Context: an optimization exercise on an open-source flow, tuned for small area and a short achievable clock period. The choices shown serve that exercise and are no tape-out recipe.
RTL that was checked went through simulation tests only; none was proved equivalent to the original.
The RTL of run 8 was laid out without a check of its function.
Power is estimated from default activity; no workload was simulated. No driver is modelled on the clock port, so clocking that relies on it looks cheaper here than on a real chip.

==> design/flow/design.v <==
module sync_fifo #(parameter depth=64,parameter n=8,parameter addr_n=6)(input [n-1:0]din,input clk,rst,w_en,r_en,output reg [n-1:0]dout,output full,empty);
  localparam LO = 9;
  localparam HI = 7;
  reg [n-1:0] mem [0:LO*HI-1];
  reg [LO-1:0] wlo, rlo;
  reg [HI-1:0] whi, rhi;
  reg [addr_n-1:0] cnt;
  reg e_r, f_r;
  assign empty = e_r;
  assign full  = f_r;
  wire wr = w_en & ~f_r;
  wire rd = r_en & ~e_r;
  integer i, j;
  always @(posedge clk) begin
    for (i = 0; i < HI; i = i + 1)
      for (j = 0; j < LO; j = j + 1)
        if (wr & whi[i] & wlo[j])
          mem[i*LO+j] <= din;
  end
  reg [n-1:0] rdata;
  reg [n-1:0] row;
  always @* begin
    rdata = {n{1'b0}};
    for (i = 0; i < HI; i = i + 1) begin
      row = {n{1'b0}};
      for (j = 0; j < LO; j = j + 1)
        row = row | (mem[i*LO+j] & {n{rlo[j]}});
      rdata = rdata | (row & {n{rhi[i]}});
    end
  end
  always @(posedge clk) begin
    if (rst) begin
      wlo <= 1; whi <= 1;
      rlo <= 1; rhi <= 1;
      cnt <= 0; e_r <= 1'b1; f_r <= 1'b0;
      dout <= 0;
    end else begin
      if (wr) begin
        wlo <= {wlo[LO-2:0], wlo[LO-1]};
        if (wlo[LO-1]) whi <= {whi[HI-2:0], whi[HI-1]};
      end
      if (rd) begin
        dout <= rdata;
        rlo <= {rlo[LO-2:0], rlo[LO-1]};
        if (rlo[LO-1]) rhi <= {rhi[HI-2:0], rhi[HI-1]};
      end
      if (wr & ~rd) begin
        cnt <= cnt + 1'b1;
        e_r <= 1'b0;
        f_r <= (cnt == 6'd62);
      end else if (rd & ~wr) begin
        cnt <= cnt - 1'b1;
        f_r <= 1'b0;
        e_r <= (cnt == 6'd1);
      end
    end
  end
endmodule
==> design/flow/run.sh <==
#!/bin/bash
# synth_recipe.tcl (not shown) runs the flow's synth.tcl, then flattens the netlist and writes it again
# the make line also repeats each setting of config.mk as NAME=value (left out here)
make -C /OpenROAD-flow-scripts/flow DESIGN_CONFIG=/design/flow/config.mk WORK_HOME=/design/flow/orfs CLKGATE_MAP_FILE= SYNTH_SCRIPT=/design/flow/synth_recipe.tcl finish
==> design/flow/config.mk <==
export PLATFORM = sky130hd
export DESIGN_NAME = sync_fifo
export DESIGN_NICKNAME = sync_fifo
export VERILOG_FILES = /design/flow/design.v
export SDC_FILE = /design/flow/constraint.sdc
export NUM_CORES = 4
export LEC_CHECK = 0
export CAP_MARGIN = 20
export CORE_MARGIN = 2
export CORE_UTILIZATION = 60
export CTS_BUF_LIST = sky130_fd_sc_hd__clkbuf_4 sky130_fd_sc_hd__clkbuf_8
export SETUP_SLACK_MARGIN = 2.1
export SLEW_MARGIN = 20
export TNS_END_PERCENT = 10
==> design/flow/constraint.sdc <==
create_clock -name core_clock -period 4.0 [get_ports {clk}]
set_input_delay 0.8000 -clock core_clock [delete_from_list [all_inputs] [get_ports {clk}]]
set_output_delay 0.8000 -clock core_clock [all_outputs]
set_load 0.01 [all_outputs]
==> results_dict.tcl, run 1 <==
set metrics [dict create \
    drt_first_pass_iters 11 \
    grt_antenna_before_repair 4 \
    overflow 0 \
    vias 12200 \
    rsz0062_at_grt "yes" \
    yosys_warnings 2 \
    synth_top_family_by_area "compound AO/OA/AOI/OAI gates" \
    fin_area_sq_um 23600 \
    highest_layer "met4" \
    worstPathRequired_ns 4.48 \
    clk_pin_slew_ns 0.07 \
    synth_area_sq_um 20100 \
    grt_max_degree 64 \
    viasPerCell 6.90 \
    dpl.hpwl_um 32500 \
    synth.distinct_cells 41 \
    drc 0 \
    fillCellCount 2155 \
    placed_cell_area_sq_um 20800 \
    cp-end-kind "register" \
    grt_pass1_vias 11800 \
    hp-class "register to register" \
    skew_ns 0.0259 \
    fin_crit_sh_pct 53.3 \
    async_flop_share_pct 0 \
    synth_edf_count 504 \
    max_cap_viol_count 0 \
    maxSlewViolCount 0 \
    cp_cell_sequence "buf_4 > bufbuf_16 > a22oi_1 > a31oi_2 > nor3_1 > a311oi_2" \
    period_needed_ns 2.13 \
    synthToLayoutAreaGrowth_pct 17.1 \
    hold_viol 0 \
    clock_latency_ns 0.64 \
    wl_per_cell_um 32.6 \
    dp_slack_ns 1.07 \
    cts_tree "yes" \
    tns_ns 0 \
    clock_path_buffers 3 \
    powerDensity_nw_per_um2 481 \
    worst_pin_slew_ns 1.09 \
    dieArea_sq_um 35100 \
    synth.area.top_cells "edfxtp_1 75%, dfxtp_1 4.8%, a222oi_1 2.8%" \
    root_buffer "clkbuf_8" \
    cts_hold_buf 0 \
    ant_nets 0 \
    synth_fa_ha_area_share_pct 0.311 \
    synth_xor_area_share_pct 0.217 \
    synth-compound-area-share_pct 13.0 \
    ios 22 \
    die_x_um 187 \
    synth_seq_cells 552 \
    cts_max_level 3 \
    final_util_pct 70.9 \
    max_freq_mhz 469 \
    arrival_ns 2.61 \
    drive_above_1_share_pct 25.5 \
    cts.sinks 552 \
    grt_first_pass_wirelength_um 83000 \
    gr-usage-all-layers_pct 33.2 \
    die_y_um 187 \
    yosys.area_share.simple_pct 4.16 \
    finalWeightedCongestion 0.859 \
    nets 1282 \
    synthFlopType "edfxtp_1" \
    syn_inst 1152 \
    most-common-layout-cells "504 x edfxtp_1, 89 x clkbuf_8, 63 x nand2_1, 56 x a222oi_1, 56 x a22oi_1" \
    ff_latch_area_sq_um 16200 \
    wl_met2_um 27000 \
    avgSynthCellArea_sq_um 17.5 \
    slowest_delay_ns 0.43 \
    worst-path-buf-inv 2 \
    synth_mux_area_share_pct 0.0497 \
    dr_wl_met3_um 6930 \
    crit_family "compound AO/OA/AOI/OAI gates" \
    wirelength_um 57700 \
    worstSetupPathType "register to register" \
    wirelength_met1_um 21700 \
    synth_nets 1169 \
    io_buffers 21 \
    final_common_cell "edfxtp_1" \
    ys_seq_area_share_pct 79.9 \
    ir_worst_vdd_uv 325 \
    yosys.area.top_type_share_pct 75.1 \
    start_util_pct 60.5 \
    row_count 67 \
    setup_violations 0 \
    status "no timing/DRC/antenna violations" \
    total_leakage_power_nw 7.61 \
    drtIter0Drc 2122 \
    setup_ws_ns 1.87 \
    multi_input_area_sq_um 4100 \
    core_sq_um 33300 \
    slowest_stage "dfxtp_4" \
    cp-start-kind "register" \
    yosysTopAreaCell "edfxtp_1" \
    max_slew_margin_pct 27.0 \
    worstPathMaxFanout 12 \
    cts_made_buffers 85 \
]
[cell families (layout without fill, tap and decap cells)]
logic type | count (synthesis) | count (layout)
buf+inv | 94 | 265
fa+ha+maj | 5 | 5
flops | 552 | 552
xor+xnor | 5 | 5
simple gates | 166 | 166
other cells | 0 | 1
compound gates | 329 | 329
mux | 1 | 1
[sequential cells by signal, summed over array words and instances (netlist names)]
| register | cells |
|---|---|
| cnt | 6 |
| dout | 8 |
| e_r | 1 |
| f_r | 1 |
| mem | 504 |
| rhi | 7 |
| rlo | 9 |
| whi | 7 |
| wlo | 9 |
[metrics by stage]
step,total power (W),hold slack (ns),instances
2_1_floorplan,0.00670,0.436,1152
3_3_place_gp,0.00691,0.448,1576
3_5_place_dp,0.00691,0.452,1576
4_1_cts,0.0114,0.454,1748
5_1_grt,0.0117,0.463,1771
6_report,0.0113,0.452,1772
[tightest hold or removal path, delay by kind of cell, from the launching register on]
kind / cells / cell delay (ns)
simple gates: 1 / 0.05
compound gates: 1 / 0.05
flops: 1 / 0.31
[cell usage after synthesis, types with 9 or more instances]
| cell type | n |
|---|---|
| inv_1 | 16 |
| a21oi_1 | 37 |
| nor2_1 | 13 |
| nor3_1 | 11 |
| nor4_1 | 9 |
| edfxtp_1 | 504 |
| a22o_1 | 56 |
| and3_1 | 57 |
| nand2_1 | 63 |
| a222oi_1 | 56 |
| clkbuf_1 | 28 |
| a31oi_1 | 55 |
| dfxtp_1 | 48 |
| a22oi_1 | 56 |
| a221oi_1 | 53 |
| buf_2 | 34 |
[report_power, final]
| part | switching [W] | internal, W | leakage (nW) |
|---|---|---|---|
| logic | 0.000308 | 0.000183 | 1.82 |
| registers | 0.0000659 | 0.00632 | 4.93 |
| clock network | 0.00208 | 0.00239 | 0.851 |
[routing by layer]
layer | vias to the layer above | GRT usage (%)
li1 | 5082 | -
met3 | 116 | 7.92
met1 | 6169 | 46.9
met5 | - | 0
met4 | 0 | 13.2
met2 | 868 | 50.9
[repair_timing]
action | CTS | global route
pin swaps | 38 | 16
gates cloned | 3 | 2
gates resized for setup | 164 | 21
buffers inserted | 24 | 21
setup endpoints to repair | 500 | 482
hold endpoints to repair | 0 | 0
[final cells by class]
type                       instances  share of cell area (%)
sequential                       552                    68.5
multi-input combinational        506                    17.4
clock buffer                     127                    6.40
timing repair buffer             101                    4.65
tap                              448                    2.38
inverter                          18                   0.361
clock inverter                    18                   0.324
timing repair inverter             1                  0.0371
antenna                            1                  0.0106
[path summary, 6_finish.rpt]
kind                            cells past startpoint  slack [ns]                    to           startpoint
worst max register to register                      6        1.87  dout[6]$_SDFFE_PP0P_  rlo[1]$_SDFFE_PP0P_
worst min register to register                      2        0.45   rhi[1]$_SDFFE_PP0P_  rhi[0]$_SDFFE_PP1P_
worst min-delay path                                2        0.45   rhi[1]$_SDFFE_PP0P_  rhi[0]$_SDFFE_PP1P_
worst max-delay path                                6        1.87  dout[6]$_SDFFE_PP0P_  rlo[1]$_SDFFE_PP0P_
==> inputs of run 2 (changes only) <==
--- a/design/flow/design.v
+++ b/design/flow/design.v
@@ -2,7 +2,9 @@
   localparam LO = 9;
   localparam HI = 7;
+  localparam H  = n/2;
   reg [n-1:0] mem [0:LO*HI-1];
-  reg [LO-1:0] wlo, rlo;
-  reg [HI-1:0] whi, rhi;
+  reg [3:0] wlo;
+  reg [2:0] whi, rhi;
+  reg [LO-1:0] rloa, rlob;
   reg [addr_n-1:0] cnt;
   reg e_r, f_r;
@@ -15,5 +17,5 @@
     for (i = 0; i < HI; i = i + 1)
       for (j = 0; j < LO; j = j + 1)
-        if (wr & whi[i] & wlo[j])
+        if (wr && whi == i && wlo == j)
           mem[i*LO+j] <= din;
   end
@@ -25,23 +27,24 @@
       row = {n{1'b0}};
       for (j = 0; j < LO; j = j + 1)
-        row = row | (mem[i*LO+j] & {n{rlo[j]}});
-      rdata = rdata | (row & {n{rhi[i]}});
+        row = row | (mem[i*LO+j] & {{(n-H){rlob[j]}}, {H{rloa[j]}}});
+      rdata = rdata | (row & {n{rhi == i}});
     end
   end
   always @(posedge clk) begin
     if (rst) begin
-      wlo <= 1; whi <= 1;
-      rlo <= 1; rhi <= 1;
+      wlo <= 0; whi <= 0;
+      rloa <= 1; rlob <= 1; rhi <= 0;
       cnt <= 0; e_r <= 1'b1; f_r <= 1'b0;
       dout <= 0;
     end else begin
       if (wr) begin
-        wlo <= {wlo[LO-2:0], wlo[LO-1]};
-        if (wlo[LO-1]) whi <= {whi[HI-2:0], whi[HI-1]};
+        wlo <= (wlo == LO-1) ? 4'd0 : wlo + 1'b1;
+        if (wlo == LO-1) whi <= (whi == HI-1) ? 3'd0 : whi + 1'b1;
       end
       if (rd) begin
         dout <= rdata;
-        rlo <= {rlo[LO-2:0], rlo[LO-1]};
-        if (rlo[LO-1]) rhi <= {rhi[HI-2:0], rhi[HI-1]};
+        rloa <= {rloa[LO-2:0], rloa[LO-1]};
+        rlob <= {rlob[LO-2:0], rlob[LO-1]};
+        if (rloa[LO-1]) rhi <= (rhi == HI-1) ? 3'd0 : rhi + 1'b1;
       end
       if (wr & ~rd) begin
==> design/flow/config.mk (replaced) <==
export PLATFORM = sky130hd
export DESIGN_NAME = sync_fifo
export DESIGN_NICKNAME = sync_fifo
export VERILOG_FILES = /design/flow/design.v
export SDC_FILE = /design/flow/constraint.sdc
export NUM_CORES = 4
export LEC_CHECK = 0
export CAP_MARGIN = 20
export CORE_MARGIN = 2
export CORE_UTILIZATION = 65
export SETUP_SLACK_MARGIN = 2.3
export SLEW_MARGIN = 20
==> run 2 against run 1 <==
  * First-iteration DRC count is 24% higher
  * Highest routed layer unchanged
  * Routed wire length is 8.0% higher
  * Still clean
  * Area after synthesis is 0.45% lower
  * Sequential share of layout area is 5.2 points lower
  * Critical endpoint is now dout[0]$_SDFFE_PP0P_
==> results_dict.tcl, run 2 <==
set metrics [dict create \
    status "no timing/DRC/antenna violations" \
    drtIter0Drc 2621 \
    skew_ns 0.0251 \
    async_flop_share_pct 0 \
    hold_viol 0 \
    synth_nets 1191 \
    ir_worst_vdd_uv 581 \
    instances_no_fill 1762 \
    avgSynthCellArea_sq_um 17.2 \
    dp.cells 1555 \
    synth_seq_cells 548 \
    core_sq_um 30500 \
    synth.area.top_cells "edfxtp_1 75%, dfxtp_1 4.4%, a222oi_1 2.8%" \
    dpl.hpwl_um 35400 \
    synth_area_sq_um 20100 \
    drt_first_pass_iters 10 \
    wl_per_cell_um 35.4 \
    yosys.area.top_type_share_pct 75.5 \
    max_cap_viol_count 0 \
    finalWeightedCongestion 0.916 \
    final_common_cell "edfxtp_1" \
    clock_latency_ns 0.58 \
    rsz0062_at_grt "yes" \
    grt_antenna_before_repair 0 \
    tns_ns 0 \
    period_needed_ns 2.16 \
    cts_tree "yes" \
    maxSlewViolCount 0 \
    cts.sinks 548 \
    synth_edf_count 504 \
    io_buffers 21 \
    grt_max_degree 50 \
    powerDensity_nw_per_um2 467 \
    hp-class "register to register" \
    clock_path_buffers 3 \
    syn_inst 1168 \
    nets 1347 \
    die_x_um 180 \
    arrival_ns 2.55 \
    vias 13100 \
    die_y_um 180 \
    worstPathRequired_ns 4.40 \
    max_slew_margin_pct 26.9 \
    largest_register_ffs 504 \
    max_freq_mhz 464 \
    synthTopCellsByCount "504 x edfxtp_1, 86 x nor2_1, 57 x nand2_1" \
    worstPathMaxFanout 22 \
    most-common-layout-cells "504 x edfxtp_1, 84 x buf_4, 65 x nor2_4" \
    dieArea_sq_um 32300 \
    power_w 0.0119 \
    cp-end-kind "register" \
    wirelength_um 62300 \
    grt_first_pass_wirelength_um 84000 \
    start_util_pct 65.7 \
    ys_seq_area_share_pct 79.9 \
    synthToLayoutAreaGrowth_pct 27.2 \
    ios 22 \
    drive_above_1_share_pct 34.6 \
    fin_area_sq_um 25500 \
    cts_hold_buf 0 \
    placed_cell_area_sq_um 21400 \
    root_buffer "clkbuf_16" \
    yosysTopAreaCell "edfxtp_1" \
    worst_pin_slew_ns 1.10 \
    cts_max_level 2 \
    synth.most_common_cell "edfxtp_1" \
    setup_violations 0 \
    top_regs "mem: 504 flops, rloa: 9 flops, rlob: 9 flops" \
    viasPerCell 7.41 \
    largest-register "mem" \
    row_count 64 \
    ant_nets 0 \
    clk_pin_slew_ns 0.06 \
    fillCellCount 1359 \
    grt_pass1_vias 12300 \
    gr-usage-all-layers_pct 36.3 \
    fin_crit_sh_pct 53.9 \
    worstSetupPathType "register to register" \
    cts_made_buffers 52 \
    yosys_warnings 2 \
    drc 0 \
    cp-start-kind "register" \
    final_util_pct 83.6 \
    total_leakage_power_nw 7.96 \
    overflow 0 \
    synthFlopType "edfxtp_1" \
    synth.distinct_cells 41 \
]
[run 2: power breakdown]
part	switching [W]	internal, W	leakage [nW]	total (W)
combinational	0.000408	0.000237	2.21	0.000645
sequential	0.0000599	0.00628	4.91	0.00634
clock	0.00204	0.00288	0.828	0.00492
total	0.00251	0.00940	7.96	0.0119
[run 2: cell families (layout without fill, tap and decap cells)]
kind of cell    Yosys count  after routing  synth area share [%]
xor+xnor                  8              8                 0.349
buf+inv                  79            274                  1.82
other cells               0              1                     0
compound gates          324            324                  13.0
simple gates            198            200                  4.33
flops                   548            548                  79.9
fa+ha+maj                11             11                 0.686
[run 2: critical path, cell delays in order (launching register included)]
cell and delay, ns:
dfxtp_4 0.41, buf_12 0.20, a22o_1 0.26, a221oi_1 0.40, a31oi_2 0.26, nor4_4 0.32, a211oi_2 0.13
[run 2: metrics by stage]
stage,worst slack (ns),hold WS (ns)
floorplan,1.47,0.469
global placement,1.06,0.485
detailed placement,1.10,0.489
CTS,2.04,0.497
global route,1.83,0.522
finish,1.84,0.505
[run 2: layout make-up]
| type | count | area, sq um | area share [%] |
|---|---|---|---|
| clock buffers | 64 | 1380 | 5.40 |
| multi-input cells | 543 | 5160 | 20.3 |
| clock inverters | 31 | 315 | 1.24 |
| well taps | 396 | 495 | 1.94 |
| repair inverters | 1 | 6.26 | 0.0245 |
| inverters | 8 | 55.1 | 0.216 |
| flip-flops and latches | 548 | 16100 | 63.3 |
| diodes | 1 | 2.50 | 0.00981 |
| repair buffers | 170 | 1950 | 7.66 |
[run 2: path summary, 6_finish.rpt]
kind	endpoint	cells past startpoint	slack [ns]	start
max reg2reg	dout[0]$_SDFFE_PP0P_	6	1.84	rloa[2]$_SDFFE_PP0P_
min reg2reg	wlo[1]$_SDFFE_PP0P_	2	0.50	wlo[1]$_SDFFE_PP0P_
min	wlo[1]$_SDFFE_PP0P_	2	0.50	wlo[1]$_SDFFE_PP0P_
max	dout[0]$_SDFFE_PP0P_	6	1.84	rloa[2]$_SDFFE_PP0P_
[run 2: timing repair]
item | CTS | global route
setup buffers | 58 | 47
pin swaps | 76 | 78
setup endpoints to repair | 535 | 515
resized for setup | 232 | 75
cloned | 4 | 2
[run 2: per-layer routing]
metal,GRT usage [%],share of wire (%),vias to the layer above
li1,-,-,5210
met1,48.9,34,6460
met3,9.12,14,236
met4,16.2,5.6,0
met2,57.0,47,1153
met5,0,0,-
==> inputs of run 3 (changes only) <==
--- a/design/flow/config.mk
+++ b/design/flow/config.mk
@@ -8,5 +8,6 @@
 export CAP_MARGIN = 20
 export CORE_MARGIN = 2
-export CORE_UTILIZATION = 65
-export SETUP_SLACK_MARGIN = 2.3
+export CORE_UTILIZATION = 60
+export SETUP_SLACK_MARGIN = 2.1
 export SLEW_MARGIN = 20
+export TNS_END_PERCENT = 10
==> run 3 against run 2 <==
  * Global-route usage is 2.6 points lower
  * Sequential cell count stayed put
  * Critical path type unchanged
  * Clock skew hardly changed
  * Area after synthesis stayed put
  * Core utilization is 9.2 points lower
  * Combinational power is 12% lower
==> results_dict.tcl, run 3 <==
set metrics [dict create \
    status "no timing/DRC/antenna violations" \
    rsz0062_at_grt "yes" \
    vias 12500 \
    clock_path_buffers 3 \
    diodes 0 \
    powerDensity_nw_per_um2 480 \
    grt_pass1_vias 11800 \
    drt_first_pass_iters 8 \
    cp-start-kind "register" \
    largest-register "mem" \
    synthFlopType "edfxtp_1" \
    die_y_um 187 \
    hp-class "register to register" \
    max_freq_mhz 497 \
    tns_ns 0 \
    setup_violations 0 \
    viasPerCell 7.22 \
    avgSynthCellArea_sq_um 17.2 \
    cts.sinks 548 \
    worstSetupPathType "register to register" \
    ant_nets 0 \
    final_util_pct 74.4 \
    synth_seq_cells 548 \
    ys_seq_area_share_pct 79.9 \
    row_count 66 \
    synth_nets 1191 \
    nets 1279 \
    synth_edf_count 504 \
    cp_cell_sequence "buf_6 > a222oi_1 > a31oi_4 > a2111oi_4 > a311oi_1" \
    slowest_delay_ns 0.54 \
    fin_crit_sh_pct 50.3 \
    die_x_um 187 \
    ir_worst_vdd_uv 414 \
    largest_register_ffs 504 \
    synth_area_sq_um 20100 \
    start_util_pct 61.3 \
    synth.distinct_cells 41 \
    synth.most_common_cell "edfxtp_1" \
    yosys_warnings 2 \
    reg2reg_slack_ns 1.99 \
    worst-path-buf-inv 1 \
    grt_antenna_before_repair 0 \
    hp-start "rloa[6]$_SDFFE_PP0P_" \
    max_cap_viol_count 0 \
    synthTopCellsByCount "504 x edfxtp_1, 86 x nor2_1, 57 x nand2_1" \
    skew_ns 0.0253 \
    hold_end "rloa[7]$_SDFFE_PP0P_" \
    slowest_stage "a222oi_1" \
    cp-end-kind "register" \
    dpl.hpwl_um 34900 \
    cts_made_buffers 51 \
    ios 22 \
    maxSlewViolCount 0 \
    top_regs "mem: 504 flops, rloa: 9 flops, rlob: 9 flops" \
    clk_pin_slew_ns 0.06 \
    worst_pin_slew_ns 1.14 \
    fillCellCount 1989 \
    grt_max_degree 64 \
    io_buffers 21 \
    period_needed_ns 2.01 \
    clock_latency_ns 0.59 \
    most-common-layout-cells "504 x edfxtp_1, 63 x buf_4, 61 x nor2_4" \
    whs_path_depth 2 \
    total_leakage_power_nw 7.40 \
    async_flop_share_pct 0 \
    drc 0 \
    root_buffer "clkbuf_16" \
    worstPathMaxFanout 7 \
    finalWeightedCongestion 0.893 \
    dieArea_sq_um 34900 \
    overflow 0 \
    core_sq_um 32700 \
    gr-usage-all-layers_pct 33.7 \
    regToRegEndpoint "dout[7]$_SDFFE_PP0P_" \
    rr_startpoint "rlob[5]$_SDFFE_PP0P_" \
    yosysTopAreaCell "edfxtp_1" \
    crit_family "compound AO/OA/AOI/OAI gates" \
    yosys.area.top_type_share_pct 75.5 \
    drtIter0Drc 2360 \
    worstPathRequired_ns 4.40 \
    cts_tree "yes" \
    hold_viol 0 \
    final_common_cell "edfxtp_1" \
    max_slew_margin_pct 23.9 \
    synth.area.top_cells "edfxtp_1 75%, dfxtp_1 4.4%, a222oi_1 2.8%" \
    wl_per_cell_um 34.6 \
    drive_above_1_share_pct 29.2 \
    r2r_cells 5 \
    synthToLayoutAreaGrowth_pct 21.3 \
    wirelength_um 60000 \
    arrival_ns 2.41 \
    cts_max_level 2 \
    path_depth 5 \
    syn_inst 1168 \
    grt_first_pass_wirelength_um 83900 \
]
run 3: changes by cell type in the layout (fill, tap and decap cells not counted), moves of 5 or more:
cell             before  now
clkdlybuf4s15_2       0    5
a221oi_1             17   22
dfxtp_4              30   16
buf_2                11    2
buf_12               43   11
dfxtp_2               4   11
buf_6                28   11
buf_4                84   63
dfxtp_1              10   17
run 3: power breakdown:
part	leakage (nW)	internal (W)	switching, W
Combinational	1.71	0.000187	0.000381
Sequential	4.91	0.00629	0.0000505
Clock	0.783	0.00274	0.00203
Total	7.40	0.00921	0.00246
run 3: worst max-delay path by stage:
stage	from	endpoint	slack, ns
6_report	rlob[5]$_SDFFE_PP0P_	dout[7]$_SDFFE_PP0P_	1.99
5_1_grt	rlob[7]$_SDFFE_PP0P_	dout[5]$_SDFFE_PP0P_	1.99
4_1_cts	rlob[2]$_SDFFE_PP0P_	dout[6]$_SDFFE_PP0P_	2.00
3_5_place_dp	w_en	mem[37][3]$_DFFE_PP_	0.79
3_3_place_gp	w_en	mem[48][6]$_DFFE_PP_	0.85
2_1_floorplan	r_en	cnt[5]$_SDFFE_PP0P_	1.47
run 3: final cells by class:
type	count	area, sq um	area share, %
Tap cell	442	553	2.27
Sequential cell	548	16100	66.1
Multi-Input combinational cell	541	4940	20.3
Timing Repair Buffer	106	1080	4.44
Inverter	8	35.0	0.144
Clock inverter	27	256	1.05
Clock buffer	65	1370	5.64
run 3: worst reg2reg max path: cells and delay by family, from the launching register on:
kind | cells | cell delay, ns
AO/OA/AOI/OAI | 4 | 1.27
buffers and inverters | 1 | 0.17
flip-flops | 1 | 0.42
run 3: kinds of logic after synthesis:
family / after synthesis / synth area share, %
AO/OA/AOI/OAI: 324 / 13.0
XOR/XNOR: 8 / 0.349
adder cells (fa/ha/maj): 11 / 0.686
buffers and inverters: 79 / 1.82
flip-flops: 548 / 79.9
AND/OR/NAND/NOR: 198 / 4.33
run 3: repair_timing:
action                     4_1_cts  5_1_grt
hold buffers                     0        0
cloned                           0        3
setup endpoints to repair      529      435
buffers inserted                26       22
gates resized for setup        265       87
pin swaps                       39       51
run 3: metal layers:
metal	wire length [um]	track usage (%)	share of wire, %
met5	0	0	0
met4	2660	12.3	4.4
met3	8190	9.08	14
met2	27000	50.5	45
met1	22200	48.3	37
run 3: stage by stage:
stage	power, W	hold WS [ns]	instances	setup WS, ns	instance area (sq um)
3_5_place_dp	0.00692	0.517	1594	0.795	20800
6_report	0.0117	0.521	1737	1.99	24300
2_1_floorplan	0.00667	0.482	1168	1.47	20200
4_1_cts	0.0116	0.504	1712	2.00	23600
5_1_grt	0.0119	0.536	1737	1.99	24300
3_3_place_gp	0.00692	0.506	1594	0.847	20800
==> inputs of run 4 (changes only) <==
--- a/design/flow/config.mk
+++ b/design/flow/config.mk
@@ -9,4 +9,6 @@
 export CORE_MARGIN = 2
 export CORE_UTILIZATION = 60
+export CTS_CLUSTER_DIAMETER = 100
+export CTS_CLUSTER_SIZE = 30
 export SETUP_SLACK_MARGIN = 2.1
 export SLEW_MARGIN = 20
==> run 4 against run 3 <==
  * Still clean
  * Final area is 4.1% lower
  * Worst hold slack worse by 0.0048 ns
  * Fmax is 2.7% lower
  * Clock skew is 0.0079 ns higher
  * Combinational power hardly changed
==> results_dict.tcl, run 4 <==
set metrics [dict create \
    status "no timing/DRC/antenna violations" \
    yosys.area.top_type_share_pct 75.5 \
    largest_register_ffs 504 \
    max_freq_mhz 484 \
    async_flop_share_pct 0 \
    row_count 66 \
    worstPathRequired_ns 4.42 \
    dp.cells 1594 \
    max_slew_margin_pct 35.1 \
    drtIter0Drc 2399 \
    ant_nets 0 \
    worst_pin_slew_ns 0.973 \
    instances_no_fill 1682 \
    fillCellCount 2104 \
    largest-register "mem" \
    fin_crit_sh_pct 51.7 \
    syn_inst 1168 \
    wl_per_cell_um 34.9 \
    drc 0 \
    dieArea_sq_um 34900 \
    synth_area_sq_um 20100 \
    start_util_pct 61.3 \
    rr_startpoint "rlob[5]$_SDFFE_PP0P_" \
    multi_input_area_sq_um 4990 \
    gr-usage-all-layers_pct 33.3 \
    crit_family "compound AO/OA/AOI/OAI gates" \
    clk_pin_slew_ns 0.11 \
    synth.most_common_cell "edfxtp_1" \
    final_util_pct 71.3 \
    cts_max_level 1 \
    drive_above_1_share_pct 25.9 \
    most-common-layout-cells "504 x edfxtp_1, 62 x buf_4, 61 x nor2_4, 56 x a222oi_1" \
    synthTopCellsByCount "504 x edfxtp_1, 86 x nor2_1, 57 x nand2_1" \
    total_leakage_power_nw 6.89 \
    clock_latency_ns 0.57 \
    max_cap_viol_count 0 \
    core_sq_um 32700 \
    grt_antenna_before_repair 0 \
    synth.distinct_cells 41 \
    yosys_warnings 2 \
    ios 22 \
    grt_pass1_vias 11500 \
    hp-start "wlo[1]$_SDFFE_PP0P_" \
    vias 12200 \
    busiest_layer "met2" \
    top_regs "mem: 504 flops, rloa: 9 flops, rlob: 9 flops" \
    synth_nets 1191 \
    hp-class "register to register" \
    setup_violations 0 \
    cp-startpoint "rlob[5]$_SDFFE_PP0P_" \
    slowest_stage "a222oi_1" \
    finalWeightedCongestion 0.893 \
    cts_hold_buf 0 \
    synth.area.top_cells "edfxtp_1 75%, dfxtp_1 4.4%, a222oi_1 2.8%" \
    cp_cell_sequence "buf_4 > a222oi_1 > a31oi_4 > a2111oi_4 > a311oi_1" \
    dpl.hpwl_um 34900 \
    ff_latch_area_sq_um 16100 \
    grt_max_degree 64 \
    ys_seq_area_share_pct 79.9 \
    worstPathMaxFanout 7 \
    rsz0062_at_grt "yes" \
    viasPerCell 7.24 \
    final_common_cell "edfxtp_1" \
    dp_slack_ns 0.795 \
    grt_use_met2_pct 51.1 \
    period_needed_ns 2.07 \
    cts.sinks 548 \
    yosysTopAreaCell "edfxtp_1" \
    ir_worst_vdd_uv 388 \
    worst-path-buf-inv 1 \
    cp-start-kind "register" \
    slowest_delay_ns 0.56 \
    cts_made_buffers 22 \
    skew_ns 0.0332 \
    grtUsageMet3_pct 6.60 \
    root_buffer "clkbuf_16" \
    overflow 0 \
    diodes 0 \
    wirelength_um 58600 \
    avgSynthCellArea_sq_um 17.2 \
    io_buffers 21 \
    grt_util_met1_pct 49.1 \
    drt_first_pass_iters 10 \
    nets 1247 \
    synth_seq_cells 548 \
    powerDensity_nw_per_um2 415 \
    synthFlopType "edfxtp_1" \
    maxSlewViolCount 0 \
    cts_tree "yes" \
    cp-end-kind "register" \
    hold_viol 0 \
    power_w 0.00968 \
    arrival_ns 2.49 \
    synthToLayoutAreaGrowth_pct 16.3 \
    clock_path_buffers 3 \
    die_x_um 187 \
    die_y_um 187 \
    worstSetupPathType "register to register" \
    grt_first_pass_wirelength_um 83200 \
    synth_edf_count 504 \
    tns_ns 0 \
    setup_ws_ns 1.93 \
]
-- run 4: cell counts after synthesis --
Identical to the previous run, type by type.
-- run 4: tightest hold or removal path, cell delays in order, from the launching register on --
cell and delay, ns:
dfxtp_2 0.36, nand2_1 0.06, a21oi_1 0.06
-- run 4: kinds of logic after synthesis --
| group | after synthesis | share of synthesized area [%] |
|---|---|---|
| and+or+nand+nor | 198 | 4.33 |
| adders and majority gates | 11 | 0.686 |
| buffers and inverters | 79 | 1.82 |
| DFF | 548 | 79.9 |
| AOI/OAI and AO/OA | 324 | 13.0 |
| xor gates and xnor gates | 8 | 0.349 |
-- run 4: metrics by stage --
step | hold WS [ns] | area, sq um
CTS | 0.533 | 22800
finish | 0.516 | 23300
floorplan | 0.482 | 20200
global route | 0.529 | 23300
detailed placement | 0.517 | 20800
global placement | 0.506 | 20800
-- run 4: routing by layer --
layer | wire (um) | up-vias
met4 | 1920 | 0
met1 | 21900 | 6120
li1 | - | 4954
met2 | 27400 | 995
met5 | 0 | -
met3 | 7410 | 116
-- run 4: worst paths after layout --
check / cells after the start / slack, ns / endpoint
setup / recovery: 5 / 1.93 / dout[7]$_SDFFE_PP0P_
hold / removal: 2 / 0.52 / wlo[1]$_SDFFE_PP0P_
setup reg to reg: 5 / 1.93 / dout[7]$_SDFFE_PP0P_
hold reg to reg: 2 / 0.52 / wlo[1]$_SDFFE_PP0P_
-- run 4: power by group --
group	internal [W]	total, W	switching (W)
combinational	0.000187	0.000571	0.000383
sequential	0.00628	0.00633	0.0000476
clock	0.00111	0.00278	0.00167
-- run 4: final cells by class --
class,count,area share [%]
clock buffer,39,2.72
tap,442,2.37
multi-input combinational,541,21.4
inverter,8,0.150
clock inverter,1,0.129
timing repair buffer,103,4.31
sequential,548,68.9
-- run 4: repair_timing --
action	CTS	global route
endpoints found under the setup margin	528	410
pin swaps	45	30
endpoints found under the hold margin	0	0
gates cloned	0	0
setup buffers	33	14
resized for setup	276	64
==> inputs of run 5 (changes only) <==
==> design/flow/flow/run.sh (new file) <==
#!/bin/bash
# Standard ORFS layout (the standard.sh) with two changes:
#  - ports are buffered with buf_4 instead of the delay cell buffer_ports picks by default;
#  - CTS uses larger sink clusters and no dummy loads.
set -euo pipefail
bash standard.sh \
  "BUFFER_PORTS_ARGS=-buffer_cell sky130_fd_sc_hd__buf_4" \
  "CTS_ARGS=-sink_clustering_enable -repair_clock_nets -sink_clustering_size 25 -sink_clustering_max_diameter 100 -dont_use_dummy_load" \
  finish > standard.log 2>&1
==> design/flow/standard.sh (new file) <==
#!/bin/bash
# synth_recipe.tcl (not shown) runs the flow's synth.tcl, then flattens the netlist and writes it again
# the make line also repeats each setting of config.mk as NAME=value (left out here)
make -C /OpenROAD-flow-scripts/flow DESIGN_CONFIG=/design/flow/config.mk WORK_HOME=/design/flow/orfs CLKGATE_MAP_FILE= SYNTH_SCRIPT=/design/flow/synth_recipe.tcl "${@:-finish}"
--- a/design/flow/config.mk
+++ b/design/flow/config.mk
@@ -9,6 +9,4 @@
 export CORE_MARGIN = 2
 export CORE_UTILIZATION = 60
-export CTS_CLUSTER_DIAMETER = 100
-export CTS_CLUSTER_SIZE = 30
 export SETUP_SLACK_MARGIN = 2.1
 export SLEW_MARGIN = 20
removed: design/flow/run.sh
==> run 5 against run 4 <==
  * Non-clock buffer count decreased by 11
  * Core utilization shrank 0.39 points
  * Die area did not move
  * Global-route usage shrank 1.1 points
  * Area after synthesis is the same
  * Routed wire length fell by 2.6%
  * Combinational power decreased by 3.9%
  * Setup slack improved by 0.022 ns
  * Sequential power is essentially flat
  * Critical path depth stayed put
  * Clock-buffer cell count is 14 lower
  * Critical endpoint is now dout[5]$_SDFFE_PP0P_
  * Largest cell class unchanged
==> results_dict.tcl, run 5 <==
set metrics [dict create \
    status "no timing/DRC/antenna violations" \
    drtIter0Drc 2049 \
    powerDensity_nw_per_um2 415 \
    yosys.area.top_type_share_pct 75.5 \
    ff_latch_area_sq_um 16100 \
    cts_max_level 1 \
    syn_inst 1168 \
    maxSlewViolCount 0 \
    finalWeightedCongestion 0.890 \
    synthToLayoutAreaGrowth_pct 15.7 \
    grt_first_pass_wirelength_um 80800 \
    grt_pass1_vias 11500 \
    cp-end-kind "register" \
    worstSetupPathType "register to register" \
    clock_latency_ns 0.59 \
    start_util_pct 61.3 \
    rsz0062_at_grt "yes" \
    drive_above_1_share_pct 25.9 \
    max_cap_viol_count 0 \
    ant_nets 0 \
    ys_seq_area_share_pct 79.9 \
    cp-start-kind "register" \
    worstPathMaxFanout 22 \
    synthFlopType "edfxtp_1" \
    synth_edf_count 504 \
    largest-register "mem" \
    die_y_um 187 \
    hp-class "register to register" \
    tns_ns 0 \
    cts_made_buffers 25 \
    io_buffers 21 \
    yosys_warnings 2 \
    slowest_delay_ns 0.66 \
    fillCellCount 2102 \
    wirelength_um 57100 \
    vias 11900 \
    final_common_cell "edfxtp_1" \
    ios 22 \
    row_count 66 \
    total_leakage_power_nw 6.84 \
    die_x_um 187 \
    worstPathRequired_ns 4.43 \
    largest_register_ffs 504 \
    slowest_stage "a222oi_1" \
    cts_hold_buf 0 \
    max_freq_mhz 489 \
    viasPerCell 7.20 \
    avgSynthCellArea_sq_um 17.2 \
    synth.area.top_cells "edfxtp_1 75%, dfxtp_1 4.4%, a222oi_1 2.8%" \
    top_regs "mem: 504 flops, rloa: 9 flops, rlob: 9 flops" \
    wl_per_cell_um 34.5 \
    gr-usage-all-layers_pct 32.2 \
    hold_slack_ns 0.531 \
    dpl.hpwl_um 33200 \
    clock_path_buffers 3 \
    grt_max_degree 64 \
    root_buffer "clkbuf_16" \
    arrival_ns 2.47 \
    synth_seq_cells 548 \
    most-common-layout-cells "504 x edfxtp_1, 61 x buf_4, 60 x nor2_4, 56 x a222oi_1, 56 x a22o_1" \
    clk_pin_slew_ns 0.10 \
    dieArea_sq_um 34900 \
    synth.distinct_cells 41 \
    cts.sinks 548 \
    ir_worst_vdd_uv 398 \
    synthTopCellsByCount "504 x edfxtp_1, 86 x nor2_1, 57 x nand2_1" \
    synth_area_sq_um 20100 \
    multi_input_area_sq_um 4920 \
    worst_pin_slew_ns 0.848 \
    nets 1240 \
    setup_violations 0 \
    hold_viol 0 \
    async_flop_share_pct 0 \
    diodes 0 \
    drc 0 \
    overflow 0 \
    cts_tree "yes" \
    cp_cell_sequence "buf_12 > a222oi_1 > a31oi_2 > nor4_2 > a211oi_1" \
    grt_antenna_before_repair 0 \
    synth.most_common_cell "edfxtp_1" \
    period_needed_ns 2.05 \
    fin_crit_sh_pct 51.1 \
    drt_first_pass_iters 6 \
    skew_ns 0.0380 \
    yosysTopAreaCell "edfxtp_1" \
    max_slew_margin_pct 43.5 \
    core_sq_um 32700 \
    synth_nets 1191 \
]
## run 5: cell families (layout without fill, tap and decap cells)
kind of cell	count (synthesis)	in the layout	synth area share (%)
and+or+nand+nor	198	198	4.33
DFF	548	548	79.9
buffers and inverters	79	126	1.82
xor gates and xnor gates	8	8	0.349
adders and majority gates	11	11	0.686
AOI/OAI and AO/OA	324	324	13.0
## run 5: final cells by class
class / count / share of cell area, %
Clock buffer: 25 / 2.70
Tap cell: 442 / 2.38
Inverter: 8 / 0.205
Multi-Input combinational cell: 541 / 21.2
Sequential cell: 548 / 69.2
Timing Repair inverter: 1 / 0.0377
Timing Repair Buffer: 92 / 4.22
## run 5: worst paths after layout
kind	to	start	cells past startpoint	slack (ns)
setup / recovery	dout[5]$_SDFFE_PP0P_	rlob[1]$_SDFFE_PP0P_	5	1.95
hold / removal	f_r$_SDFFE_PP0P_	f_r$_SDFFE_PP0P_	2	0.53
setup reg to reg	dout[5]$_SDFFE_PP0P_	rlob[1]$_SDFFE_PP0P_	5	1.95
hold reg to reg	f_r$_SDFFE_PP0P_	f_r$_SDFFE_PP0P_	2	0.53
## run 5: worst max-delay path, delay by kind of cell, from the launching register on
family	cells	cell delay, ns
AOI/OAI and AO/OA	3	1.09
and+or+nand+nor	1	0.27
buffers and inverters	1	0.17
DFF	1	0.37
## run 5: where the power goes
| group | switching (W) | internal, W |
|---|---|---|
| Sequential | 0.0000445 | 0.00628 |
| Combinational | 0.000371 | 0.000177 |
| Clock | 0.00163 | 0.00112 |
| Total | 0.00205 | 0.00757 |
## run 5: routing by layer
| metal | track usage (%) | up-vias | part of all wire (%) |
|---|---|---|---|
| li1 | - | 4929 | - |
| met1 | 46.6 | 6057 | 38 |
| met2 | 50.6 | 837 | 47 |
| met3 | 5.03 | 114 | 11 |
| met4 | 11.3 | 0 | 4.0 |
| met5 | 0 | - | 0 |
## run 5: stage by stage
step	util [%]	std cells	total power [W]	setup slack (ns)	instance area (sq um)
CTS	68.6	1630	0.00956	1.94	22400
detailed placement	63.4	1585	0.00690	1.24	20700
floorplan	-	1168	0.00667	1.47	20200
finish	71.0	1657	0.00962	1.95	23200
global route	71.0	1657	0.00985	1.92	23200
global placement	63.4	1585	0.00690	1.29	20700
## run 5: what timing repair did
action | 4_1_cts | 5_1_grt
hold endpoints to repair | 0 | 0
setup buffers | 20 | 24
cloned | 0 | 3
endpoints found under the setup margin | 526 | 473
pin swaps | 24 | 47
resized for setup | 212 | 94
==> inputs of run 6 (changes only) <==
--- a/design/flow/flow/run.sh
+++ b/design/flow/flow/run.sh
@@ -6,4 +6,4 @@
 bash standard.sh \
   "BUFFER_PORTS_ARGS=-buffer_cell sky130_fd_sc_hd__buf_4" \
-  "CTS_ARGS=-sink_clustering_enable -repair_clock_nets -sink_clustering_size 25 -sink_clustering_max_diameter 100 -dont_use_dummy_load" \
+  "CTS_ARGS=-sink_clustering_enable -repair_clock_nets -sink_clustering_size 30 -sink_clustering_max_diameter 100 -dont_use_dummy_load" \
   finish > standard.log 2>&1
--- a/design/flow/config.mk
+++ b/design/flow/config.mk
@@ -9,5 +9,5 @@
 export CORE_MARGIN = 2
 export CORE_UTILIZATION = 60
-export SETUP_SLACK_MARGIN = 2.1
+export SETUP_SLACK_MARGIN = 1.8
 export SLEW_MARGIN = 20
 export TNS_END_PERCENT = 10
==> run 6 against run 5 <==
  * Still clean
  * Via count shrank 1.8%
  * Register-to-register slack worse by 0.30 ns
  * Final area is 7.2% lower
  * Combinational power is about 20% lower
  * Routed wire length fell by 1.2%
  * Critical endpoint is now mem[31][6]$_DFFE_PP_
  * Highest routed layer is now met5
==> results_dict.tcl, run 6 <==
set metrics [dict create \
    synth.distinct_cells 41 \
    maxSlewViolCount 0 \
    drtIter0Drc 2258 \
    wl_per_cell_um 35.1 \
    cts_tree "yes" \
    total_leakage_power_nw 6.30 \
    vias 11700 \
    cp-start-kind "register" \
    dpl.hpwl_um 34200 \
    arrival_ns 2.55 \
    instances_no_fill 1609 \
    skew_ns 0.0620 \
    worstSetupPathType "register to register" \
    drt_first_pass_iters 9 \
    worst-path-buf-inv 0 \
    nets 1192 \
    cts_made_buffers 22 \
    grt_pass1_vias 11100 \
    yosys.area.top_type_share_pct 75.5 \
    syn_inst 1168 \
    grt_first_pass_wirelength_um 80200 \
    synth.most_common_cell "edfxtp_1" \
    crit_family "simple AND/OR/NAND/NOR gates" \
    viasPerCell 7.28 \
    final_util_pct 65.9 \
    setup_violations 0 \
    most-common-layout-cells "504 x edfxtp_1, 56 x a22oi_1, 56 x a222oi_1, 56 x a22o_1, 55 x nand2_1" \
    dp.cells 1585 \
    slowest_delay_ns 0.61 \
    synth.area.top_cells "edfxtp_1 75%, dfxtp_1 4.4%, a222oi_1 2.8%" \
    yosys_warnings 2 \
    clk_pin_slew_ns 0.12 \
    fin_crit_sh_pct 58.5 \
    max_freq_mhz 427 \
    synth_nets 1191 \
    hold_viol 0 \
    hp-start "wlo[1]$_SDFFE_PP0P_" \
    synth_area_sq_um 20100 \
    power_w 0.00938 \
    p_sw_w 0.00197 \
    max_cap_viol_count 0 \
    largest-register "mem" \
    period_needed_ns 2.34 \
    ios 22 \
    root_buffer "clkbuf_16" \
    cp_cell_sequence "nor2b_1 > nand2_1 > nor2_2" \
    grt_antenna_before_repair 0 \
    hp-class "register to register" \
    async_flop_share_pct 0 \
    clock_path_buffers 3 \
    switching_share_pct 21.0 \
    yosysTopAreaCell "edfxtp_1" \
    rsz0062_at_grt "yes" \
    top_regs "mem: 504 flops, rloa: 9 flops, rlob: 9 flops" \
    avgSynthCellArea_sq_um 17.2 \
    worst_pin_slew_ns 1.05 \
    diodes 0 \
    worstPathMaxFanout 8 \
    cts.sinks 548 \
    cp-end-kind "register" \
    final_common_cell "edfxtp_1" \
    tns_ns 0 \
    start_util_pct 61.3 \
    p_seq_share_pct 67.7 \
    grt_max_degree 64 \
    dieArea_sq_um 34900 \
    row_count 66 \
    overflow 0 \
    finalWeightedCongestion 0.870 \
    gr-usage-all-layers_pct 32.4 \
    powerDensity_nw_per_um2 436 \
    largest_register_ffs 504 \
    cp-startpoint "wlo[2]$_SDFFE_PP0P_" \
    synthToLayoutAreaGrowth_pct 7.41 \
    worstPathRequired_ns 4.21 \
    cts_max_level 1 \
    wirelength_um 56400 \
    rr_startpoint "wlo[2]$_SDFFE_PP0P_" \
    synth_edf_count 504 \
    combinationalPowerShare_pct 4.7 \
    clock_latency_ns 0.57 \
    drive_above_1_share_pct 14.7 \
    max_slew_margin_pct 30.0 \
    die_y_um 187 \
    die_x_um 187 \
    slowest_stage "nand2_1" \
    core_sq_um 32700 \
    synthTopCellsByCount "504 x edfxtp_1, 86 x nor2_1, 57 x nand2_1" \
    ys_seq_area_share_pct 79.9 \
    drc 0 \
    clockPowerShare_pct 27.6 \
    synth_seq_cells 548 \
    synthFlopType "edfxtp_1" \
    internal_power_w 0.00741 \
    status "no timing/DRC/antenna violations" \
    io_buffers 21 \
    ir_worst_vdd_uv 529 \
    ant_nets 0 \
]
-- run 6: cell count changes in the layout (fill, tap and decap cells not counted), sizes merged --
cell | before | now
buf | 89 | 48
clkbuf | 28 | 22
clkinv | 1 | 0
-- run 6: what timing repair did --
| item | in CTS | in global routing |
|---|---|---|
| buffers inserted | 2 | 0 |
| setup endpoints to repair | 489 | 490 |
| hold buffers | 0 | 0 |
| pin swaps | 2 | 0 |
| endpoints found under the hold margin | 0 | 0 |
| resized for setup | 30 | 79 |
-- run 6: kinds of logic (layout without fill, tap and decap cells) --
family	Yosys count	count (layout)	synth area share (%)
XOR/XNOR	8	8	0.349
buffers and inverters	79	78	1.82
AND/OR/NAND/NOR	198	198	4.33
AO/OA/AOI/OAI	324	324	13.0
flip-flops	548	548	79.9
adder cells (fa/ha/maj)	11	11	0.686
-- run 6: worst paths after layout --
check / to / slack (ns) / cells past startpoint
worst max-delay path: mem[31][6]$_DFFE_PP_ / 1.66 / 3
worst min-delay path: wlo[1]$_SDFFE_PP0P_ / 0.53 / 2
worst max register to register: mem[31][6]$_DFFE_PP_ / 1.66 / 3
worst min register to register: wlo[1]$_SDFFE_PP0P_ / 0.53 / 2
-- run 6: worst register-to-register path, delay by kind of cell (launching register included) --
kind | cells | cell delay, ns
flip-flops | 1 | 0.43
AND/OR/NAND/NOR | 3 | 1.55
-- run 6: layout make-up --
type,count,area (sq um)
flip-flops and latches,548,16000
fillers,2315,11200
multi-input cells,541,4000
well taps,442,553
clock buffers,22,551
repair buffers,48,364
inverters,8,30.0
-- run 6: metrics by stage --
step / cell area [sq um] / hold slack (ns) / setup slack (ns)
finish: 21500 / 0.533 / 1.66
global route: 21500 / 0.556 / 1.59
CTS: 21300 / 0.530 / 1.51
detailed placement: 20600 / 0.514 / 1.06
global placement: 20600 / 0.507 / 1.13
floorplan: 20100 / 0.482 / 1.47
-- run 6: power groups by stage --
stage	clock, W	combinational [W]	sequential, W
finish	0.00259	0.000441	0.00635
CTS	0.00260	0.000427	0.00635
floorplan	0	0.000221	0.00644
detailed placement	0	0.000422	0.00648
global placement	0	0.000423	0.00648
global route	0.00278	0.000473	0.00636
-- run 6: per-layer routing --
layer  track usage [%]  routed length (um)  up-vias
met5             0.824                  40        -
met4              10.9                2070        2
met3              6.75                6850      123
met2              49.4               25900      889
met1              47.2               21600     5880
li1                  -                   -     4823
==> inputs of run 7 (changes only) <==
--- a/design/flow/config.mk
+++ b/design/flow/config.mk
@@ -9,5 +9,5 @@
 export CORE_MARGIN = 2
 export CORE_UTILIZATION = 60
-export SETUP_SLACK_MARGIN = 1.8
+export SETUP_SLACK_MARGIN = 2.1
 export SLEW_MARGIN = 20
 export TNS_END_PERCENT = 10
==> run 7 against run 6 <==
  * Still clean
  * Sequential power hardly changed
  * Cell count increased by 2.9%
  * Sequential cell count unchanged
  * Synthesized cell count is the same
  * Setup slack improved by 0.32 ns
  * Register-to-register slack better by 0.32 ns
  * Sequential share of layout area fell by 5.0 points
  * Routed wire length up 1.5%
  * Core utilization grew 4.9 points
  * Critical endpoint is now mem[54][7]$_DFFE_PP_
  * Highest routed layer is now met4
==> results_dict.tcl, run 7 <==
set metrics [dict create \
    setup_violations 0 \
    nets 1239 \
    diodes 0 \
    max_cap_viol_count 0 \
    synth_area_sq_um 20100 \
    clk_pin_slew_ns 0.12 \
    synthTopCellsByCount "504 x edfxtp_1, 86 x nor2_1, 57 x nand2_1" \
    largest-register "mem" \
    ys_seq_area_share_pct 79.9 \
    powerDensity_nw_per_um2 410 \
    drive_above_1_share_pct 26.3 \
    gr-usage-all-layers_pct 32.4 \
    hold_viol 0 \
    grt_antenna_before_repair 0 \
    start_util_pct 61.3 \
    cts_tree "yes" \
    status "no timing/DRC/antenna violations" \
    worst_pin_slew_ns 0.838 \
    worstSetupPathType "register to register" \
    tns_ns 0 \
    maxSlewViolCount 0 \
    yosys_warnings 2 \
    rsz0062_at_grt "yes" \
    cp-startpoint "wlo[3]$_SDFFE_PP0P_" \
    hold_slack_ns 0.527 \
    synthToLayoutAreaGrowth_pct 15.4 \
    yosysTopAreaCell "edfxtp_1" \
    overflow 0 \
    skew_ns 0.0688 \
    worstPathMaxFanout 8 \
    grt_first_pass_wirelength_um 81600 \
    synthFlopType "edfxtp_1" \
    fin_crit_sh_pct 50.6 \
    root_buffer "clkbuf_16" \
    synth_edf_count 504 \
    ant_nets 0 \
    wl_per_cell_um 34.6 \
    async_flop_share_pct 0 \
    ir_worst_vdd_uv 346 \
    rr_startpoint "wlo[3]$_SDFFE_PP0P_" \
    wirelength_um 57300 \
    total_leakage_power_nw 6.81 \
    viasPerCell 7.23 \
    cp-start-kind "register" \
    worstPathRequired_ns 4.23 \
    core_sq_um 32700 \
    largest_register_ffs 504 \
    finalWeightedCongestion 0.890 \
    cts_max_level 1 \
    synth_seq_cells 548 \
    reg2reg_slack_ns 1.98 \
    most-common-layout-cells "504 x edfxtp_1, 65 x buf_4, 61 x nor2_4, 56 x a222oi_1, 56 x a22o_1" \
    period_needed_ns 2.02 \
    synth.most_common_cell "edfxtp_1" \
    vias 12000 \
    r2r_cells 3 \
    grt_max_degree 64 \
    clock_latency_ns 0.58 \
    yosys.area.top_type_share_pct 75.5 \
    clock_path_buffers 3 \
    ios 22 \
    dieArea_sq_um 34900 \
    max_slew_margin_pct 44.1 \
    io_buffers 21 \
    critical_path.endpoint "mem[54][7]$_DFFE_PP_" \
    drtIter0Drc 2268 \
    grt_pass1_vias 11500 \
    die_y_um 187 \
    avgSynthCellArea_sq_um 17.2 \
    cts_made_buffers 22 \
    synth.area.top_cells "edfxtp_1 75%, dfxtp_1 4.4%, a222oi_1 2.8%" \
    die_x_um 187 \
    top_regs "mem: 504 flops, rloa: 9 flops, rlob: 9 flops" \
    row_count 66 \
    synth.distinct_cells 41 \
    cp-end-kind "register" \
    cts.sinks 548 \
    syn_inst 1168 \
    synth_nets 1191 \
    drc 0 \
    regToRegEndpoint "mem[54][7]$_DFFE_PP_" \
    arrival_ns 2.26 \
    max_freq_mhz 494 \
    drt_first_pass_iters 8 \
    final_common_cell "edfxtp_1" \
    dpl.hpwl_um 33200 \
    hp-class "register to register" \
]
run 7: cell count changes in the layout (fill, tap and decap cells not counted), sizes merged:
cell    delta
buf       +45
bufbuf     +1
clkinv     +1
run 7: worst min-delay path by stage:
stage,from,slack (ns),endpoint,cells after the start
5_1_grt,rlob[8]$_SDFFE_PP0P_,0.55,rlob[8]$_SDFFE_PP0P_,2
3_5_place_dp,cnt[5]$_SDFFE_PP0P_,0.52,cnt[5]$_SDFFE_PP0P_,2
4_1_cts,rlob[8]$_SDFFE_PP0P_,0.51,rlob[8]$_SDFFE_PP0P_,2
2_1_floorplan,wlo[1]$_SDFFE_PP0P_,0.48,wlo[1]$_SDFFE_PP0P_,2
3_3_place_gp,wlo[1]$_SDFFE_PP0P_,0.50,wlo[1]$_SDFFE_PP0P_,2
6_report,rlob[8]$_SDFFE_PP0P_,0.53,rlob[8]$_SDFFE_PP0P_,2
run 7: timing repair:
action	4_1_cts	5_1_grt
setup buffers	27	20
endpoints found under the setup margin	527	506
hold buffers	0	0
gates resized for setup	235	79
endpoints found under the hold margin	0	0
cloned	1	1
pin swaps	31	22
run 7: logic make-up after synthesis:
kind of cell             Yosys count  synth area share [%]
flip-flops                       548                  79.9
adder cells (fa/ha/maj)           11                 0.686
AND/OR/NAND/NOR                  198                  4.33
AO/OA/AOI/OAI                    324                  13.0
XOR/XNOR                           8                 0.349
buffers and inverters             79                  1.82
run 7: report_power, final:
group          internal [W]  switching (W)
clock              0.000995        0.00160
combinational      0.000185       0.000378
sequential          0.00628      0.0000436
total               0.00746        0.00202
run 7: worst max-delay path, cell delays in order, from the launching register on:
cell and delay, ns:
dfxtp_1 0.41, nor2_2 0.39, nand2_2 0.45, nor2_4 0.41
run 7: stage by stage:
stage	utilization, %	setup slack [ns]	std cells	power, W	instance area, sq um
floorplan	-	1.47	1168	0.00667	20200
global placement	63.4	1.29	1585	0.00690	20700
detailed placement	63.4	1.24	1585	0.00690	20700
CTS	69.0	1.94	1635	0.00943	22600
global route	70.8	1.96	1656	0.00969	23100
finish	70.8	1.98	1656	0.00948	23100
run 7: metal layers:
layer / global-route usage (%) / vias up / share of wire, %
li1: - / 4925 / -
met5: 0 / - / 0
met3: 4.73 / 116 / 12
met4: 10.7 / 0 / 3.4
met2: 51.0 / 876 / 47
met1: 47.6 / 6053 / 38
run 7: layout make-up:
class                      count  area [sq um]
fill                        2125          9560
inverter                       8          47.5
clock buffer                  22           551
timing repair inverter         1          8.76
multi-input combinational    541          4900
tap                          442           553
sequential                   548         16100
timing repair buffer          94          1000
==> inputs of run 8 (changes only) <==
==> design/flow/design.v (replaced) <==
module sync_fifo #(parameter depth=64,parameter n=8,parameter addr_n=6)(input [n-1:0]din,input clk,rst,w_en,r_en,output reg [n-1:0]dout,output full,empty);
  localparam LO = 9;
  localparam HI = 7;
  localparam NC = 4;
  localparam BPC = n/NC;
  reg [n-1:0] mem [0:LO*HI-1];
  reg [3:0] wlo;
  reg [2:0] whi, rhi;
  reg [LO-1:0] rlo [0:NC-1];
  reg [addr_n-1:0] cnt;
  reg e_r, f_r;
  assign empty = e_r;
  assign full  = f_r;
  wire wr = w_en & ~f_r;
  wire rd = r_en & ~e_r;
  integer i, j, k;
  always @(posedge clk) begin
    for (i = 0; i < HI; i = i + 1)
      for (j = 0; j < LO; j = j + 1)
        if (wr && whi == i && wlo == j)
          mem[i*LO+j] <= din;
  end
  reg [n-1:0] rdata;
  reg [n-1:0] row;
  reg [n-1:0] csel;
  always @* begin
    rdata = {n{1'b0}};
    for (i = 0; i < HI; i = i + 1) begin
      row = {n{1'b0}};
      for (j = 0; j < LO; j = j + 1) begin
        for (k = 0; k < n; k = k + 1)
          csel[k] = rlo[k/BPC][j];
        row = row | (mem[i*LO+j] & csel);
      end
      rdata = rdata | (row & {n{rhi == i}});
    end
  end
  wire [addr_n-1:0] cnt_up = cnt + 1'b1;
  wire [addr_n-1:0] cnt_dn = cnt - 1'b1;
  wire cnt_is1  = (cnt == 6'd1);
  wire cnt_is62 = (cnt == 6'd62);
  always @(posedge clk) begin
    if (rst) begin
      wlo <= 0; whi <= 0; rhi <= 0;
      for (k = 0; k < NC; k = k + 1) rlo[k] <= 1;
      cnt <= 0; e_r <= 1'b1; f_r <= 1'b0;
      dout <= 0;
    end else begin
      if (wr) begin
        wlo <= (wlo == LO-1) ? 4'd0 : wlo + 1'b1;
        if (wlo == LO-1) whi <= (whi == HI-1) ? 3'd0 : whi + 1'b1;
      end
      if (rd) begin
        dout <= rdata;
        for (k = 0; k < NC; k = k + 1) rlo[k] <= {rlo[k][LO-2:0], rlo[k][LO-1]};
        if (rlo[0][LO-1]) rhi <= (rhi == HI-1) ? 3'd0 : rhi + 1'b1;
      end
      if (wr & ~rd) begin
        cnt <= cnt_up;
        e_r <= 1'b0;
        f_r <= cnt_is62;
      end else if (rd & ~wr) begin
        cnt <= cnt_dn;
        f_r <= 1'b0;
        e_r <= cnt_is1;
      end
    end
  end
endmodule
--- a/design/flow/config.mk
+++ b/design/flow/config.mk
@@ -9,5 +9,5 @@
 export CORE_MARGIN = 2
 export CORE_UTILIZATION = 60
-export SETUP_SLACK_MARGIN = 2.1
+export SETUP_SLACK_MARGIN = 2.2
 export SLEW_MARGIN = 20
 export TNS_END_PERCENT = 10
==> run 8 against run 7 <==
  * Still clean
  * Clock-buffer cell count unchanged
  * Non-clock buffer count increased by 31
  * Routed wire length increased by 18%
  * Final area increased by 4.2%
  * Register-to-register slack about the same
  * Synthesized cell count increased by 7.9%
  * Clock skew decreased by 0.036 ns
  * Fmax decreased by 0.68%
  * Area after synthesis increased by 3.3%
  * Via count increased by 11%
  * First-iteration DRC count increased by 21%
  * Clock power increased by 2%
  * Largest cell class unchanged
==> results_dict.tcl, run 8 <==
set metrics [dict create \
    dpl.hpwl_um 39100 \
    synth_edf_count 504 \
    synthTopCellsByCount "504 x edfxtp_1, 93 x nand2_1, 86 x nor2_1" \
    synthFlopType "edfxtp_1" \
    synth.most_common_cell "edfxtp_1" \
    worst-path-buf-inv 1 \
    synth_seq_cells 566 \
    p_seq_share_pct 66.7 \
    largest-register "mem" \
    worstPathMaxFanout 11 \
    gr-usage-all-layers_pct 37.4 \
    hp-class "register to register" \
    final_util_pct 70.3 \
    avgSynthCellArea_sq_um 16.4 \
    cp_cell_sequence "buf_6 > a222oi_1 > a31oi_2 > nor4_2 > a211oi_1" \
    combinationalPowerShare_pct 6.3 \
    ios 22 \
    switching_share_pct 21.9 \
    crit_family "compound AO/OA/AOI/OAI gates" \
    cp-start-kind "register" \
    max_freq_mhz 491 \
    tns_ns 0 \
    row_count 68 \
    wl_per_cell_um 38.1 \
    internal_power_w 0.00765 \
    period_needed_ns 2.04 \
    async_flop_share_pct 0 \
    slowest_stage "a222oi_1" \
    slowest_delay_ns 0.60 \
    grt_antenna_before_repair 0 \
    io_buffers 21 \
    hold_viol 0 \
    worstSetupPathType "register to register" \
    overflow 0 \
    cts.sinks 566 \
    synth.area.top_cells "edfxtp_1 73%, dfxtp_1 6.0%, a222oi_1 2.7%" \
    drc 0 \
    worst_pin_slew_ns 0.876 \
    clockPowerShare_pct 27.1 \
    total_leakage_power_nw 7.22 \
    vias 13300 \
    arrival_ns 2.48 \
    status "no timing/DRC/antenna violations" \
    grt_first_pass_wirelength_um 92900 \
    cts_max_level 1 \
    final_common_cell "edfxtp_1" \
    finalWeightedCongestion 0.937 \
    diodes 0 \
    nets 1342 \
    top_regs "mem: 504 flops, rlo: 36 flops, dout: 8 flops" \
    clock_path_buffers 3 \
    grt_pass1_vias 12200 \
    worstPathRequired_ns 4.44 \
    synth_area_sq_um 20700 \
    rsz0062_at_grt "yes" \
    skew_ns 0.0324 \
    grt_max_degree 64 \
    ant_nets 0 \
    setup_violations 0 \
    maxSlewViolCount 0 \
    core_sq_um 34300 \
    max_slew_margin_pct 41.6 \
    p_sw_w 0.00214 \
    viasPerCell 7.50 \
    die_x_um 190 \
    root_buffer "clkbuf_16" \
    syn_inst 1260 \
    yosysTopAreaCell "edfxtp_1" \
    powerDensity_nw_per_um2 406 \
    max_cap_viol_count 0 \
    wirelength_um 67500 \
    drt_first_pass_iters 6 \
    drtIter0Drc 2739 \
    yosys_warnings 3 \
    cts_made_buffers 22 \
    most-common-layout-cells "504 x edfxtp_1, 93 x buf_4, 80 x nand2_1, 63 x nor2_4" \
    clock_latency_ns 0.58 \
    largest_register_ffs 504 \
    start_util_pct 60.4 \
    fin_crit_sh_pct 51.0 \
    clk_pin_slew_ns 0.12 \
    synthToLayoutAreaGrowth_pct 16.4 \
    die_y_um 190 \
    synth.distinct_cells 41 \
    yosys.area.top_type_share_pct 73.0 \
    dieArea_sq_um 36000 \
    synth_nets 1283 \
    ir_worst_vdd_uv 352 \
    cp-end-kind "register" \
    ys_seq_area_share_pct 79.0 \
    drive_above_1_share_pct 28.3 \
    cts_tree "yes" \
]
[run 8: cell count changes after synthesis, sizes merged, moves of 2 or more]
cell	before	now
nand2	57	93
nand3b	4	6
a21oi	31	47
buf	40	29
dfxtp	44	62
clkbuf	31	62
[run 8: layout make-up]
type | count | area, sq um
timing repair buffer | 125 | 1220
inverter | 8 | 42.5
clock buffer | 22 | 551
fill | 2229 | 10200
tap | 455 | 569
multi-input combinational | 596 | 5220
sequential | 566 | 16500
[run 8: worst reg2reg max path: stages, from the launching register on]
cell and delay [ns]:
dfxtp_2 0.40, buf_6 0.21, a222oi_1 0.60, a31oi_2 0.27, nor4_2 0.33, a211oi_1 0.12
[run 8: worst paths after layout]
path,start,end,slack [ns],depth (start not counted)
setup reg to reg,rlo[3][1]$_SDFFE_PP0P_,dout[7]$_SDFFE_PP0P_,1.96,5
setup / recovery,rlo[3][1]$_SDFFE_PP0P_,dout[7]$_SDFFE_PP0P_,1.96,5
hold reg to reg,wlo[1]$_SDFFE_PP0P_,wlo[1]$_SDFFE_PP0P_,0.51,2
hold / removal,wlo[1]$_SDFFE_PP0P_,wlo[1]$_SDFFE_PP0P_,0.51,2
[run 8: metrics by stage]
step / power [W] / hold WS, ns / cells / area (sq um) / setup WS (ns)
2_1_floorplan: 0.00687 / 0.482 / 1260 / 20900 / 1.49
3_3_place_gp: 0.00714 / 0.477 / 1675 / 21300 / 1.06
3_5_place_dp: 0.00714 / 0.480 / 1675 / 21300 / 1.08
4_1_cts: 0.00974 / 0.497 / 1748 / 23500 / 2.05
5_1_grt: 0.00998 / 0.525 / 1772 / 24100 / 2.01
6_report: 0.00980 / 0.509 / 1772 / 24100 / 1.96
[run 8: cells by family (layout without fill, tap and decap cells)]
kind of cell	Yosys count	after routing	synth area share (%)
flops	566	566	79.0
xor+xnor	8	8	0.338
compound gates	340	340	12.8
simple gates	236	237	4.92
fa+ha+maj	11	11	0.664
buf+inv	99	155	2.20
[run 8: per-layer routing]
metal	track usage, %	vias to the layer above	routed length [um]	part of all wire, %
li1	-	5236	-	-
met1	56.5	6679	24600	36
met2	54.3	1170	28900	43
met3	7.64	195	10200	15
met4	14.6	2	3650	5.4
met5	0	-	61	0.090
[run 8: power groups by stage]
stage               clock, W  sequential [W]  combinational, W
finish               0.00265         0.00653          0.000617
global route         0.00281         0.00653          0.000640
CTS                  0.00266         0.00653          0.000562
detailed placement         0         0.00669          0.000456
global placement           0         0.00669          0.000454
floorplan                  0         0.00663          0.000239
[run 8: repair_timing]
| item | CTS | global route |
|---|---|---|
| setup endpoints to repair | 536 | 520 |
| gates cloned | 1 | 1 |
| gates resized for setup | 294 | 73 |
| pin swaps | 49 | 37 |
| hold buffers | 0 | 0 |
| setup buffers | 50 | 23 |

-- re-timing with driven ports --
Ports are ideal in the flow. The routed layouts listed here were re-timed in OpenROAD.
Step 1 sets driving cells, clkbuf_16 on the clock port and buf_2 on the other inputs (assumed; they add their load-dependent delay and slew).
Step 2 adds t to the input delays and takes it off the output delays; t is the mean of the earliest and latest rising clock arrival at the registers after step 1. Input paths then give back, and output paths get back, about the clock's delay inside the block.
Slacks: ideal ports / drivers / drivers and shift; pairs: ideal ports / drivers.
| run | shift t [ns] | slack for setup (ns) | latest minus earliest clock arrival (ns) |
|---|---|---|---|
| run 1 | 0.681 | 1.869 / 1.856 / 1.609 | 0.030 / 0.029 |
| run 2 | 0.619 | 1.844 / 1.844 / 1.663 | 0.029 / 0.028 |
| run 3 | 0.628 | 1.989 / 1.961 / 1.445 | 0.029 / 0.030 |
| run 4 | 0.616 | 1.932 / 1.923 / 1.431 | 0.036 / 0.036 |
| run 5 | 0.623 | 1.955 / 1.955 / 1.594 | 0.039 / 0.039 |
| run 6 | 0.594 | 1.659 / 1.659 / 1.278 | 0.063 / 0.063 |
| run 7 | 0.603 | 1.975 / 1.975 / 1.614 | 0.069 / 0.069 |
| run 8 | 0.619 | 1.962 / 1.961 / 1.599 | 0.033 / 0.033 |
After both steps every run listed still meets setup and hold. For run 3, which loses most, drivers alone change the setup slack by -0.028 ns; drivers and shift together by -0.544 ns.
